This is an optimization exercise on Yosys and OpenROAD, whose aim is small area, a short achievable clock period and few clock cycles, not a production implementation.
No functional check of the RTL was part of this run.

`run.sh`:
```
#!/bin/bash
# synth_recipe.tcl (not shown) runs the flow's synth.tcl, then flattens the netlist and writes it again
# the make line also repeats each setting of config.mk as NAME=value (left out here)
make -C /OpenROAD-flow-scripts/flow DESIGN_CONFIG=/design/flow/config.mk WORK_HOME=/design/flow/orfs CLKGATE_MAP_FILE= SYNTH_SCRIPT=/design/flow/synth_recipe.tcl finish
```
`constraint.sdc`:
```
create_clock -name core_clock -period 9.5 [get_ports {clk}]
set_input_delay 1.9000 -clock core_clock [delete_from_list [all_inputs] [get_ports {clk}]]
set_output_delay 1.9000 -clock core_clock [all_outputs]
set_load 0.01 [all_outputs]
```
`design.v`:
```
`timescale 1ns / 1ps
module RegisterFile(reset, clk, we, wa, wd, nra1, nra2, rd1, rd2);
    input reset;
    input clk;
    input we;
    input [4:0] wa;
    input [31:0] wd;
    input [4:0] nra1;        
    input [4:0] nra2;
    output [31:0] rd1;
    output [31:0] rd2;
    reg [31:0] data [1:31];
    reg [31:1] valid;
    integer i;
    always @(posedge clk) begin
        for (i = 1; i < 32; i = i + 1)
            if (we && wa == i) data[i] <= wd;
    end
    always @(posedge clk or posedge reset) begin
        if (reset)
            valid <= 31'b0;
        else
            for (i = 1; i < 32; i = i + 1)
                if (we && wa == i) valid[i] <= 1'b1;
    end
    reg [31:1] s1, s2;
    always @(posedge clk) begin
        for (i = 1; i < 32; i = i + 1) begin
            s1[i] <= (nra1 == i) & (valid[i] | (we && wa == i));
            s2[i] <= (nra2 == i) & (valid[i] | (we && wa == i));
        end
    end
    genvar b, g;
    generate
        for (b = 0; b < 32; b = b + 1) begin : BIT
            wire [9:0] n1, n2;
            for (g = 0; g < 10; g = g + 1) begin : GRP
                wire [2:0] d = {data[3*g+3][b], data[3*g+2][b], data[3*g+1][b]};
                RdSel3 u1(.s(s1[3*g+3:3*g+1]), .d(d), .yn(n1[g]));
                RdSel3 u2(.s(s2[3*g+3:3*g+1]), .d(d), .yn(n2[g]));
            end
            assign rd1[b] = ~&n1 | (s1[31] & data[31][b]);
            assign rd2[b] = ~&n2 | (s2[31] & data[31][b]);
        end
    endgenerate
endmodule
module RdSel3(s, d, yn);
    input [2:0] s;
    input [2:0] d;
    output yn;
    assign yn = ~|(s & d);
endmodule
`timescale 1ns / 1ps
module ALU(a, b, sub, sltu, sel_slt, sel_logic, lop, sel_shift, shamt, sfn, y, sum);
    input [31:0] a;
    input [31:0] b;
    input sub;
    input sltu;
    input sel_slt;
    input sel_logic;
    input [1:0] lop;         
    input sel_shift;
    input [4:0] shamt;
    input [1:0] sfn;         
    output [31:0] y;
    output [31:0] sum;
    wire [31:0] bx = b ^ {32{sub}};
    wire [33:0] s = {1'b0, a, 1'b1} + {1'b0, bx, sub};
    assign sum = s[32:1];
    wire lt = sltu ? ~s[33] : ((a[31] ^ b[31]) ? a[31] : s[32]);
    reg [31:0] lg;
    always @(*) begin
        case (lop)
            2'b00: lg = a & b;
            2'b01: lg = a | b;
            2'b10: lg = a ^ b;
            default: lg = ~(a | b);
        endcase
    end
    wire [31:0] sh;
    Shifter SH1(.x(b), .n(shamt), .left(~sfn[1]), .arith(sfn[0]), .y(sh));
    assign y = sel_slt ? {31'h0, lt} : sel_logic ? lg : sel_shift ? sh : sum;
endmodule
module Shifter(x, n, left, arith, y);
    input [31:0] x;
    input [4:0] n;
    input left;
    input arith;
    output [31:0] y;
    function [31:0] rev(input [31:0] v);
        integer k;
        for (k = 0; k < 32; k = k + 1) rev[k] = v[31 - k];
    endfunction
    wire [31:0] xi = left ? rev(x) : x;
    wire fill = arith & x[31];
    wire [63:0] ext = {{32{fill}}, xi};
    wire [31:0] r = ext >> n;
    assign y = left ? rev(r) : r;
endmodule
`timescale 1ns / 1ps
module MultiCycleCPU (reset, clk, mem_addr, mem_wdata, mem_we, mem_rdata);
    input reset;
    input clk;
    output [31:0] mem_addr;
    output [31:0] mem_wdata;
    output mem_we;
    input [31:0] mem_rdata;
    reg  [29:0] fpc;          
    reg  [31:0] ir;           
    reg         dv;           
    reg  [29:0] dpc4;         
    reg  [31:0] ir2;          
    reg         dv2;
    reg  [29:0] dpc4_2;
    reg         ev;           
    reg  [31:0] e_a, e_b;     
    reg  [31:0] e_sd;         
    reg  [29:0] e_bt;         
    reg  [4:0]  e_wa;         
    reg         e_lw, e_sw, e_beq;
    reg         e_sub, e_sltu, e_slt, e_logic, e_shift;
    reg  [1:0]  e_lop, e_sfn;
    reg  [4:0]  e_sh;
    reg         ld_cyc;       
    reg         st_cyc;       
    reg  [31:0] ea_q;         
    reg  [31:0] sd_q;         
    reg  [4:0]  ldrt_q;       
    wire        m_cyc = ld_cyc | st_cyc;
    wire [5:0] op = ir[31:26];
    wire [4:0] rs = ir[25:21];
    wire [4:0] rt = ir[20:16];
    wire [4:0] rd = ir[15:11];
    wire [5:0] fn = ir[5:0];
    wire d_rtype = ~op[5] & ~op[3] & ~op[2] & ~op[1];       
    wire d_jump  = ~op[5] & ~op[3] & op[1];                 
    wire d_jal   = d_jump & op[0];                          
    wire d_beq   = ~op[5] & ~op[3] & op[2];                 
    wire d_itype = ~op[5] & op[3];                          
    wire d_lw    = op[5] & ~op[3];                          
    wire d_sw    = op[5] & op[3];                           
    wire d_jr    = d_rtype & ~fn[5] & fn[3];                
    wire d_fe    = rs == rt;                                
    wire r_alu   = d_rtype & fn[5];
    wire i_lui   = d_itype & op[2] & op[1];
    wire i_andi  = d_itype & op[2] & ~op[1];
    wire i_slt   = d_itype & ~op[2] & op[1];
    wire [4:0] d_wa = d_rtype ? rd : d_jal ? 5'd31 : (d_itype | d_lw) ? rt : 5'd0;
    wire [31:0] ra, rb;
    wire [31:0] e_y;
    wire        rf_we = ld_cyc | (ev & ~e_lw);
    wire [4:0]  rf_wa = ld_cyc ? ldrt_q : e_wa;
    wire [31:0] rf_wd = ld_cyc ? mem_rdata : e_y;
    wire e_taken    = ev & e_beq & (e_a == e_b);              
    wire e_mem      = ev & (e_lw | e_sw);                     
    wire d_adv      = dv & ~e_taken & ~e_mem;
    wire d_redirect = d_adv & (d_jr | (d_beq & d_fe));
    wire fetch_ok   = ~m_cyc & ~e_taken & ~d_redirect;        
    wire f_jump     = mem_rdata[31:27] == 5'b00001;           
    wire [31:0] nir = (d_adv | ~dv) ? (dv2 ? ir2 : mem_rdata) : ir;
    RegisterFile RF1(.reset(reset), .clk(clk), .we(rf_we), .wa(rf_wa), .wd(rf_wd),
                     .nra1(nir[25:21]), .nra2(nir[20:16]), .rd1(ra), .rd2(rb));
    wire fe_a = ev & ~e_lw & (e_wa == rs) & (rs != 5'd0);
    wire fe_b = ev & ~e_lw & (e_wa == rt) & (rt != 5'd0);
    wire fm_a = ld_cyc & (ldrt_q == rs) & (rs != 5'd0);
    wire fm_b = ld_cyc & (ldrt_q == rt) & (rt != 5'd0);
    wire [31:0] a_fwd = fe_a ? e_y : fm_a ? mem_rdata : ra;
    wire [31:0] b_fwd = fe_b ? e_y : fm_b ? mem_rdata : rb;
    wire [31:0] simm = {{16{ir[15]}}, ir[15:0]};
    wire [31:0] imm  = i_lui ? {ir[15:0], 16'h0000} : i_andi ? {16'h0000, ir[15:0]} : simm;
    wire [29:0] d_bt = dpc4 + simm[29:0];
    wire [29:0] fpc1 = fpc + 30'h1;
    always @(posedge clk or posedge reset) begin
        if (reset)
            fpc <= 30'h0;
        else if (e_taken)
            fpc <= e_bt;
        else if (d_redirect)
            fpc <= d_jr ? a_fwd[31:2] : d_bt;
        else if (fetch_ok)
            fpc <= f_jump ? {fpc[29:26], mem_rdata[25:0]} : fpc1;
    end
    always @(posedge clk or posedge reset) begin
        if (reset) begin
            dv  <= 1'b0;
            dv2 <= 1'b0;
        end else if (e_taken | d_redirect) begin
            dv  <= 1'b0;
            dv2 <= 1'b0;
        end else if (d_adv) begin
            dv  <= dv2 | fetch_ok;
            dv2 <= 1'b0;
        end else if (dv) begin
            dv2 <= dv2 | fetch_ok;
        end else begin
            dv  <= fetch_ok;
        end
    end
    always @(posedge clk) begin
        if (d_adv | ~dv) begin
            ir   <= dv2 ? ir2 : mem_rdata;
            dpc4 <= dv2 ? dpc4_2 : fpc1;
        end
        if (~dv2) begin
            ir2    <= mem_rdata;
            dpc4_2 <= fpc1;
        end
    end
    always @(posedge clk or posedge reset) begin
        if (reset)
            ev <= 1'b0;
        else
            ev <= d_adv;
    end
    always @(posedge clk) begin
        e_a     <= (d_jal | d_jr) ? 32'h0 : a_fwd;
        e_b     <= (d_rtype & ~d_jr) | d_beq ? b_fwd :
                   (d_jal | d_jr) ? {dpc4, 2'b00} : imm;
        e_sd    <= b_fwd;
        e_bt    <= d_bt;
        e_wa    <= d_wa;
        e_lw    <= d_lw;
        e_sw    <= d_sw;
        e_beq   <= d_beq & ~d_fe;
        e_sub   <= (r_alu & fn[1] & ~fn[2]) | (r_alu & fn[3]) | i_slt;
        e_sltu  <= d_rtype ? fn[0] : op[0];
        e_slt   <= (r_alu & fn[3]) | i_slt;
        e_logic <= (r_alu & fn[2] & ~fn[3]) | i_andi;
        e_lop   <= d_rtype ? fn[1:0] : 2'b00;
        e_shift <= d_rtype & ~fn[5] & ~fn[3];
        e_sfn   <= fn[1:0];
        e_sh    <= ir[10:6];
    end
    wire [31:0] e_sum;
    ALU ALU1(.a(e_a), .b(e_b), .sub(e_sub), .sltu(e_sltu),
             .sel_slt(e_slt), .sel_logic(e_logic), .lop(e_lop),
             .sel_shift(e_shift), .shamt(e_sh), .sfn(e_sfn),
             .y(e_y), .sum(e_sum));
    always @(posedge clk or posedge reset) begin
        if (reset) begin
            ld_cyc <= 1'b0;
            st_cyc <= 1'b0;
        end else begin
            ld_cyc <= ev & e_lw;
            st_cyc <= ev & e_sw;
        end
    end
    always @(posedge clk) begin
        ea_q   <= e_sum;
        sd_q   <= e_sd;
        ldrt_q <= e_wa;
    end
    assign mem_addr  = m_cyc ? ea_q : {fpc, 2'b00};
    assign mem_wdata = sd_q;
    assign mem_we    = st_cyc;
endmodule
```
`config.mk`:
```
export PLATFORM = sky130hd
export DESIGN_NAME = MultiCycleCPU
export DESIGN_NICKNAME = MultiCycleCPU
export VERILOG_FILES = /design/flow/design.v
export SDC_FILE = /design/flow/constraint.sdc
export NUM_CORES = 8
export LEC_CHECK = 0
export CAP_MARGIN = 20
export CORE_MARGIN = 2
export CORE_UTILIZATION = 40
export SETUP_SLACK_MARGIN = 5
export SLEW_MARGIN = 20
export SYNTH_HIERARCHICAL = 1
export SYNTH_MINIMUM_KEEP_SIZE = 0
```
==> flow_summary.yaml <==
status:
  status: "complete, no violations"
sta:
  fmax_ghz: 0.221
  layout_worst_path_cycle_share: 0.476
  hold_viol: 0
  period_minus_slack_ns: 4.52
  worstMarginPinSlew_ns: 1.24
  setup_tns_ns: 0
  fin_ws_ns: 4.98
  rsz0062_at_grt: "true"
  final_max_slew_viol_count: 0
  timing.slew.headroom: 0.163
  setup_viol_count_final: 0
  fin_skew_ns: 0.0472
clock_tree:
  cts_sinks: 1459
  tritoncts.num_buffers: 149
  clockRootBuffer: "clkbuf_16"
  clockBufferDepth: 3
  clk_latency_ns: 0.82
  cts_hold_buf: 0
  clkSlewWorstSetupHoldPaths_ns: 0.06
  cts_htree_levels: 4
  cts_tree: "yes"
logic_synthesis:
  yosysSeqAreaShare: 0.609
  ys.flop_type: "edfxtp_1"
  netlist_area_um2: 65700
  ys_ff_latch: 1459
  synth_nets: 5255
  netlist_instances: 5087
  syn_avg_cell_area_um2: 12.9
  ys_warn_count: 11
  synthTopCellsByArea: "edfxtp_1, dfxtp_1, a222oi_1"
  synth-edff-count: 1043
  yosys.area.top_type_share: 0.477
  synth_cell_types: 103
  synth_top_area_cell: "edfxtp_1"
  async_flop_share: 0.0452
finish:
  final_nets: 5446
  syn2layout_area_growth_pct: 14.8
  fin_util: 0.462
  multiInputGateArea_um2: 24900
  ff_latch_area_um2: 40000
  fillers: 14600
  final_cell_mix: "edfxtp_1, a222oi_1, nand2_1"
  drive_above_1_share: 0.122
  layout_commonest_cell: "edfxtp_1"
worst_setup_path:
  worst_ep_arrival_time_ns: 5.00
  cp-startpoint: "e_sub"
  cp.depth: 10
  r2r_cells: 10
  cpPeakStageDelay_ns: 0.84
  slowest_stage: "a311oi_1"
  crit_required_ns: 9.98
  worst-path-buf-inv: 1
  worst-path-max-fanout: 35
  crit_chain: "buf_12 > xor2_1 > ha_1 > a2111oi_4 > o2111ai_1 > a31oi_1 > xnor2_1 > nand2_1 > a311oi_1 > mux2_2"
  crit_family: "compound AO/OA/AOI/OAI gates"
  reg2reg_slack_ns: 4.98
  critPathCaptureType: "register"
  crit_path_start_kind: "register"
  r2r_start: "e_sub"
  crit_type: "reg -> reg"
global_routing:
  grt.total_usage: 0.318
  grt_first_pass_wirelength_um: 381000
  grt_use_met3: 0.100
  grt_pass1_vias: 49900
  antenna_found_initial: 15
  overflow: 0
  use_met2: 0.473
  busiest_layer: "met2"
  met1_usage: 0.407
  grt_max_degree: 97
floorplan:
  io_pins: 99
  die_w_um: 409
  die_y_um: 409
  rows: 148
  die-area_um2: 167000
  coreArea_um2: 163000
  start_util: 0.403
hold_path:
  hold_path_class: "reg -> reg"
  min_from: "e_sd[13]"
  worstHoldPathCells: 0
detailed_routing:
  vias: 52500
  viasPerCell: 6.93
  routedWlPerCell_um: 36.3
  drtIter0Drc: 10800
  routed_wl_um: 275000
  post-route-drc-count: 0
  drtAntennaViolNets: 0
  dr.pass1.iters: 12
placed_design:
  io_buffers: 98
  pre_cts_ws_ns: 4.41
  gp_congestion: 0.974
  hpwl_um: 172000
job:
  cap_viol_max_count: 0
-- path summary, 6_finish.rpt --
check                             endpoint
max                        RF1.data[1][13]
min                               sd_q[13]
max reg2reg                RF1.data[1][13]
min reg2reg                       sd_q[13]
max in group asynchronous           fpc[8]
min in group asynchronous    RF1.valid[26]
-- synthesized netlist by cell type, types with 87 or more instances --
library cell and n:
nor2_1 268, clkbuf_1 150, o21ai_0 229, inv_1 153, a21oi_1 180, xor2_1 90
edfxtp_1 1043, mux2_2 110, nand2_1 467, nor3_1 87, dfxtp_1 350, mux2i_1 136
xnor2_1 88, nand4_1 150, ha_1 133, a222oi_1 640
-- cell families (layout without fill, tap and decap cells) --
kind of cell / after synthesis / in the layout / share of synthesized area
other cells: 0 / 3 / 0
simple gates: 1204 / 1204 / 0.0857
fa+ha+maj: 134 / 134 / 0.0257
flops: 1459 / 1459 / 0.609
buf+inv: 362 / 676 / 0.0220
mux: 284 / 284 / 0.0510
compound gates: 1466 / 1466 / 0.183
xor+xnor: 178 / 178 / 0.0237
-- modules after synthesis, one instance, submodules excluded --
| module | area [um^2] | cells inside |
|---|---|---|
| ALU | 4870 | 750 |
| MultiCycleCPU | 16600 | 1745 |
| RdSel3 | 10.0 | 1 |
| RegisterFile | 34800 | 1573 |
| Shifter | 2990 | 379 |
-- through the flow --
step | std cells | area, um^2 | hold slack [ns]
2_1_floorplan | 5087 | 65700 | 0.310
3_3_place_gp | 7292 | 69900 | 0.312
3_5_place_dp | 7292 | 69900 | 0.312
4_1_cts | 7574 | 75100 | 0.325
5_1_grt | 7577 | 75400 | 0.331
6_report | 7579 | 75400 | 0.325
-- state kept, by name, indices dropped and copies added, names as in the netlist, 31 cells and up --
name       cells
RF1.data     992
e_a           32
e_b           32
e_sd          32
ea_q          32
sd_q          32
RF1.s1        31
RF1.s2        31
RF1.valid     31
ir2           31
ir            31
-- timing repair --
action                                  4_1_cts  5_1_grt
pin swaps                                     2        5
endpoints found under the setup margin     1031      941
gates resized for setup                      70       70
gates cloned                                  5        0
setup buffers                                 3        1
-- final cells by class --
| class | instances | area share |
|---|---|---|
| Sequential cell | 1459 | 0.531 |
| Timing Repair Buffer | 247 | 0.0306 |
| Multi-Input combinational cell | 3266 | 0.330 |
| Antenna cell | 3 | 0.0000996 |
| Clock buffer | 201 | 0.0546 |
| Tap cell | 2175 | 0.0361 |
| Clock inverter | 73 | 0.00963 |
| Inverter | 155 | 0.00790 |
-- metal layers --
layer / vias up / part of all wire
li1: 21500 / -
met1: 25900 / 0.36
met2: 4245 / 0.43
met3: 858 / 0.14
met4: 22 / 0.069
met5: - / 0.00083

## re-timing with driven ports
In the flow no input, the clock included, has a driving cell. The finished layout below was timed again as built, in two steps.
Step 1 (the two cells are an assumption about what drives the block):
set clk [get_ports {clk}]
set_driving_cell -lib_cell sky130_fd_sc_hd__clkbuf_16 $clk
set_driving_cell -lib_cell sky130_fd_sc_hd__buf_2 [delete_from_list [all_inputs] $clk]
Step 2 times the ports against the registers' clock, not the clock port: input delays grow and output delays shrink by t, the midpoint of the rising clock arrivals with the driver on.
Three values: no drivers, after step 1, after step 2; two values: the first two.
shift t [ns]: 0.878
setup slack, ns: 4.977 / 4.936 / 4.732
hold slack, ns: 0.325 / 0.325 / 0.325
worst setup path at the end: input to register
latest minus earliest clock arrival (ns): 0.048 / 0.048
After both steps setup and hold are still met in this run. The setup slack of this run moves by -0.041 ns with the drivers and by -0.245 ns with both steps.
